Background: an optimization exercise with open tools, aiming at small area and a short achievable clock period. Do not read the settings as production practice.
Where RTL was checked, it was by simulation tests only, not by an equivalence proof against the original.
Power and IR drop assume default switching activity.

==> flow/design.v <==
module Decoder(
input       wire    [3:0]     ALU_FUN,
input       wire              VLD,
output      wire              Arith_EN,Logic_EN,CMP_EN,Shift_EN
);
assign Arith_EN = VLD & (ALU_FUN[3:2] == 2'b00);
assign Logic_EN = VLD & (ALU_FUN[3:2] == 2'b01);
assign CMP_EN   = VLD & (ALU_FUN[3:2] == 2'b10);
assign Shift_EN = VLD & (ALU_FUN[3:2] == 2'b11);
endmodule
module Arithmetic_Unit #(parameter W = 16, parameter TOPO = 0) (
input    wire     [W-1:0]   X,Y,
input    wire               CI,
output   wire     [W-1:0]   S,
output   wire               CO,
output   wire               PP
);
localparam L = (W <= 2) ? 1 : (W <= 4) ? 2 : (W <= 8) ? 3 : 4;
wire [W-1:0] p0 = X ^ Y;
wire [W:0]   c;
genvar l, j;
generate
if (TOPO == 3) begin : g_plain
  assign {c[W], S} = {1'b0, X} + {1'b0, Y} + {{W{1'b0}}, CI};
end else if (TOPO == 2) begin : g_bk
  wire [W-1:0] g [0:2*L];
  wire [W-1:0] p [0:2*L];
  assign g[0] = (X & Y) | {{(W-1){1'b0}}, p0[0] & CI};
  assign p[0] = p0;
  for (l = 0; l < L; l = l + 1) begin : g_up
    for (j = 0; j < W; j = j + 1) begin : g_bit
      if (((j + 1) % (1 << (l + 1))) == 0) begin : g_op
        assign g[l+1][j] = g[l][j] | (p[l][j] & g[l][j - (1 << l)]);
        assign p[l+1][j] = p[l][j] & p[l][j - (1 << l)];
      end else begin : g_cp
        assign g[l+1][j] = g[l][j];
        assign p[l+1][j] = p[l][j];
      end
    end
  end
  for (l = L - 1; l >= 0; l = l - 1) begin : g_dn
    for (j = 0; j < W; j = j + 1) begin : g_bit
      if ((((j + 1) % (1 << (l + 1))) == (1 << l)) && (j >= (1 << (l + 1)))) begin : g_op
        assign g[2*L-l][j] = g[2*L-l-1][j] | (p[2*L-l-1][j] & g[2*L-l-1][j - (1 << l)]);
        assign p[2*L-l][j] = p[2*L-l-1][j] & p[2*L-l-1][j - (1 << l)];
      end else begin : g_cp
        assign g[2*L-l][j] = g[2*L-l-1][j];
        assign p[2*L-l][j] = p[2*L-l-1][j];
      end
    end
  end
  assign c = {g[2*L], CI};
end else begin : g_pp
  wire [W-1:0] g [0:L];
  wire [W-1:0] p [0:L];
  assign g[0] = (X & Y) | {{(W-1){1'b0}}, p0[0] & CI};
  assign p[0] = p0;
  for (l = 0; l < L; l = l + 1) begin : g_lvl
    for (j = 0; j < W; j = j + 1) begin : g_bit
      if (TOPO == 1) begin : g_ks
        if (j >= (1 << l)) begin : g_op
          assign g[l+1][j] = g[l][j] | (p[l][j] & g[l][j - (1 << l)]);
          assign p[l+1][j] = p[l][j] & p[l][j - (1 << l)];
        end else begin : g_cp
          assign g[l+1][j] = g[l][j];
          assign p[l+1][j] = p[l][j];
        end
      end else begin : g_sk
        if ((j >> l) & 1) begin : g_op
          assign g[l+1][j] = g[l][j] | (p[l][j] & g[l][((j >> l) << l) - 1]);
          assign p[l+1][j] = p[l][j] & p[l][((j >> l) << l) - 1];
        end else begin : g_cp
          assign g[l+1][j] = g[l][j];
          assign p[l+1][j] = p[l][j];
        end
      end
    end
  end
  assign c = {g[L], CI};
end
endgenerate
generate
if (TOPO != 3) begin : g_sum
  assign S = p0 ^ c[W-1:0];
end
endgenerate
assign CO = c[W];
assign PP = &p0;
endmodule
module Logic_Unit(
input    wire     [15:0]    A,NB,
input    wire     [1:0]     FUN,
input    wire               Logic_EN,
output   wire     [15:0]    Logic_OUT,
output   wire               Logic_Flag
);
wire [15:0] B = ~NB;
wire [15:0] r = FUN[0] ? (A | B) : (A & B);
assign Logic_OUT  = {16{Logic_EN}} & (r ^ {16{FUN[1]}});
assign Logic_Flag = Logic_EN;
endmodule
module CMP_Unit(
input    wire                GE,
input    wire                EQ,
input    wire     [1:0]      FUN,
input    wire                CMP_EN,
output   wire     [15:0]     CMP_OUT,
output   wire                CMP_Flag
);
wire eq = EQ;
reg  r;
always @(*)
begin
  case (FUN)
    2'b00: r = 1'b0;
    2'b01: r = eq;
    2'b10: r = GE & ~eq;
    2'b11: r = ~GE;
  endcase
end
assign CMP_OUT  = {15'b0, CMP_EN & r};
assign CMP_Flag = CMP_EN;
endmodule
module Shift_Unit(
input    wire     [15:0]     A,NB,
input    wire     [1:0]      FUN,
input    wire                Shift_EN,
output   wire     [15:0]     Shift_OUT,
output   wire                Shift_Flag
);
wire [15:0] v = FUN[1] ? ~NB : A;
assign Shift_OUT  = {16{Shift_EN}} & (FUN[0] ? {v[14:0], 1'b0} : {1'b0, v[15:1]});
assign Shift_Flag = Shift_EN;
endmodule
module ALU_TOP(
input    wire     [15:0]     A,B,
input    wire     [3:0]      ALU_FUN,
input    wire                clk,
input    wire                RST,
output   wire      [15:0]    Arith_OUT,Logic_OUT,CMP_OUT,Shift_OUT,
output   wire                Carry_OUT,
output   wire                Arith_Flag,Logic_Flag,CMP_Flag,Shift_Flag
);
localparam M = 7;       
localparam TOPO = 2;    
wire is_mul = (ALU_FUN == 4'b0010);
wire is_div = (ALU_FUN == 4'b0011);
wire is_add = (ALU_FUN == 4'b0000);
wire is_sub = (ALU_FUN == 4'b0001);
wire [15:0] x_in [16:M];
assign x_in[16] = is_mul ? 16'b0 : A;
wire [15:M] q_hi;
genvar i;
generate
for (i = 15; i >= M; i = i - 1) begin : g_row_in
  wire [15-i:0] y = is_mul ? (A[15-i:0] & {(16-i){B[i]}}) : ~B[15-i:0];
  wire          bz = ~|B[15:16-i];
  wire          cout;
  wire [15-i:0] s;
  Arithmetic_Unit #(.W(16-i), .TOPO(TOPO)) U_row (.X(x_in[i+1][15:i]), .Y(y), .CI(~is_mul), .S(s), .CO(cout), .PP());
  assign q_hi[i] = cout & bz;
  wire take = is_mul | (is_div & q_hi[i]);
  assign x_in[i] = {take ? s : x_in[i+1][15:i], x_in[i+1][i-1:0]};
end
endgenerate
reg [15:0]   X_r, Y_r;
reg [15:M]   Q_r;
reg [M-1:0]  G_r;
reg [3:0]    fun_r;
reg          mul_r, div_r, add_r, as_r, ci_r;
reg          vld_r;
always @(posedge clk or negedge RST)
begin
  if (!RST)
    vld_r <= 1'b0;
  else
    vld_r <= 1'b1;
end
always @(posedge clk)
begin
  X_r   <= x_in[M];
  Y_r   <= is_mul ? A : is_add ? B : ~B;
  Q_r   <= q_hi;
  G_r   <= is_mul ? B[M-1:0] : {M{1'b1}};
  fun_r <= ALU_FUN;
  mul_r <= is_mul;
  div_r <= is_div;
  add_r <= is_add;
  as_r  <= is_add | is_sub;
  ci_r  <= ~is_mul & ~is_add;
end
wire arith_en, logic_en, cmp_en, shift_en;
Decoder U_Decoder (.ALU_FUN(fun_r), .VLD(vld_r),
  .Arith_EN(arith_en), .Logic_EN(logic_en), .CMP_EN(cmp_en), .Shift_EN(shift_en));
wire [15:0] x_out [M:0];
assign x_out[M] = X_r;
wire [M-1:0] q_lo;
wire         co0;
wire         eq0;
generate
for (i = M-1; i >= 0; i = i - 1) begin : g_row_out
  wire [15-i:0] y = Y_r[15-i:0] & {(16-i){G_r[i]}};
  wire          bz;
  if (i == 0) begin : g_bz0
    assign bz = 1'b1;
  end else begin : g_bz
    assign bz = ~|(~Y_r[15:16-i]);
  end
  wire          cout, pp;
  wire [15-i:0] s;
  Arithmetic_Unit #(.W(16-i), .TOPO(TOPO)) U_row (.X(x_out[i+1][15:i]), .Y(y), .CI(ci_r), .S(s), .CO(cout), .PP(pp));
  assign q_lo[i] = cout & bz;
  if (i == 0) begin : g_x0
    wire take = mul_r | as_r;
    assign x_out[i] = take ? s : x_out[i+1];
    assign eq0 = pp;
    assign co0 = cout;
  end else begin : g_x
    wire take = mul_r | (div_r & q_lo[i]);
    assign x_out[i] = {take ? s : x_out[i+1][15:i], x_out[i+1][i-1:0]};
  end
end
endgenerate
wire [15:0] quot = {Q_r, q_lo};
assign Arith_OUT  = {16{arith_en}} & (div_r ? quot : x_out[0]);
assign Carry_OUT  = arith_en & add_r & co0;
assign Arith_Flag = arith_en;
CMP_Unit U_CMP (.GE(co0), .EQ(eq0), .FUN(fun_r[1:0]), .CMP_EN(cmp_en),
  .CMP_OUT(CMP_OUT), .CMP_Flag(CMP_Flag));
Logic_Unit U_logic (.A(X_r), .NB(Y_r), .FUN(fun_r[1:0]), .Logic_EN(logic_en),
  .Logic_OUT(Logic_OUT), .Logic_Flag(Logic_Flag));
Shift_Unit U_Shift (.A(X_r), .NB(Y_r), .FUN(fun_r[1:0]), .Shift_EN(shift_en),
  .Shift_OUT(Shift_OUT), .Shift_Flag(Shift_Flag));
endmodule
==> flow/config.mk <==
export PLATFORM = sky130hd
export DESIGN_NAME = ALU_TOP
export DESIGN_NICKNAME = ALU_TOP
export VERILOG_FILES = /design/flow/design.v
export SDC_FILE = /design/flow/constraint.sdc
export NUM_CORES = 4
export LEC_CHECK = 0
export ABC_AREA = 1
export CAP_MARGIN = 20
export CORE_MARGIN = 2
export CORE_UTILIZATION = 40
export SLEW_MARGIN = 20
==> flow/constraint.sdc <==
create_clock -name core_clock -period 32.0 [get_ports {clk}]
set_input_delay 6.4000 -clock core_clock [delete_from_list [all_inputs] [get_ports {clk}]]
set_output_delay 6.4000 -clock core_clock [all_outputs]
set_load 0.01 [all_outputs]
standard.sh (not shown) runs the stock make flow with config.mk's settings and CLKGATE_MAP_FILE= SYNTH_SCRIPT=/design/flow/synth_recipe.tcl, a recipe that flattens the netlist after the stock synthesis.
==> flow/flow/run.sh <==
#!/bin/bash
# Standard layout, with timing repair aiming for a larger setup margin.
set -euo pipefail
bash standard.sh SETUP_SLACK_MARGIN=12 finish > flow.log 2>&1
Rerun with:
--- a/flow/design.v
+++ b/flow/design.v
@@ -139,13 +139,13 @@
 input    wire                RST,
 output   wire      [15:0]    Arith_OUT,Logic_OUT,CMP_OUT,Shift_OUT,
 output   wire                Carry_OUT,
 output   wire                Arith_Flag,Logic_Flag,CMP_Flag,Shift_Flag
 );
 localparam M = 7;       
-localparam TOPO = 2;    
+localparam TOPO = 0;    
 wire is_mul = (ALU_FUN == 4'b0010);
 wire is_div = (ALU_FUN == 4'b0011);
 wire is_add = (ALU_FUN == 4'b0000);
 wire is_sub = (ALU_FUN == 4'b0001);
 wire [15:0] x_in [16:M];
 assign x_in[16] = is_mul ? 16'b0 : A;
After rerunning: First-iteration DRC count climbs by roughly a tenth; combinational power falls by roughly a tenth; sequential cell count is unchanged; non-clock buffer count fell by 74; synthesized area rose slightly; global-route usage came out lower by 0.52 points; clock power came out higher by roughly a tenth; wire length fell by a few percent; hold slack got worse by 0.040 ns; synthesized cell count climbs by a little under a tenth.
The RTL of the first run of this note was laid out without a check of its function.

-- re-timing with driven ports --
Ports are ideal in the flow. The routed layouts listed here were re-timed in OpenROAD. Step 1 assumes that a clkbuf_16 drives the clock port and a buf_2 every other input. Step 2, shift: input delay + t, output delay - t, t = (earliest + latest rising clock arrival at the registers) / 2. This alone moves slack from input paths to output paths. Slacks: no drivers / after step 1 / after step 2; pairs: no drivers / after step 1.
run | shift t [ns] | setup WS [ns] | worst data-port slew with drivers (ns) | pins driven straight from the clock port
the first run | 0.352 | 11.215 / 11.174 / 11.527 | 0.04 | 1
the second run | 0.369 | 12.485 / 12.509 / 12.140 | 0.04 | 1
After both steps every run listed still meets setup and hold. The setup slack of the second run, which loses most, moves by +0.024 ns with the drivers and by -0.345 ns with both steps.
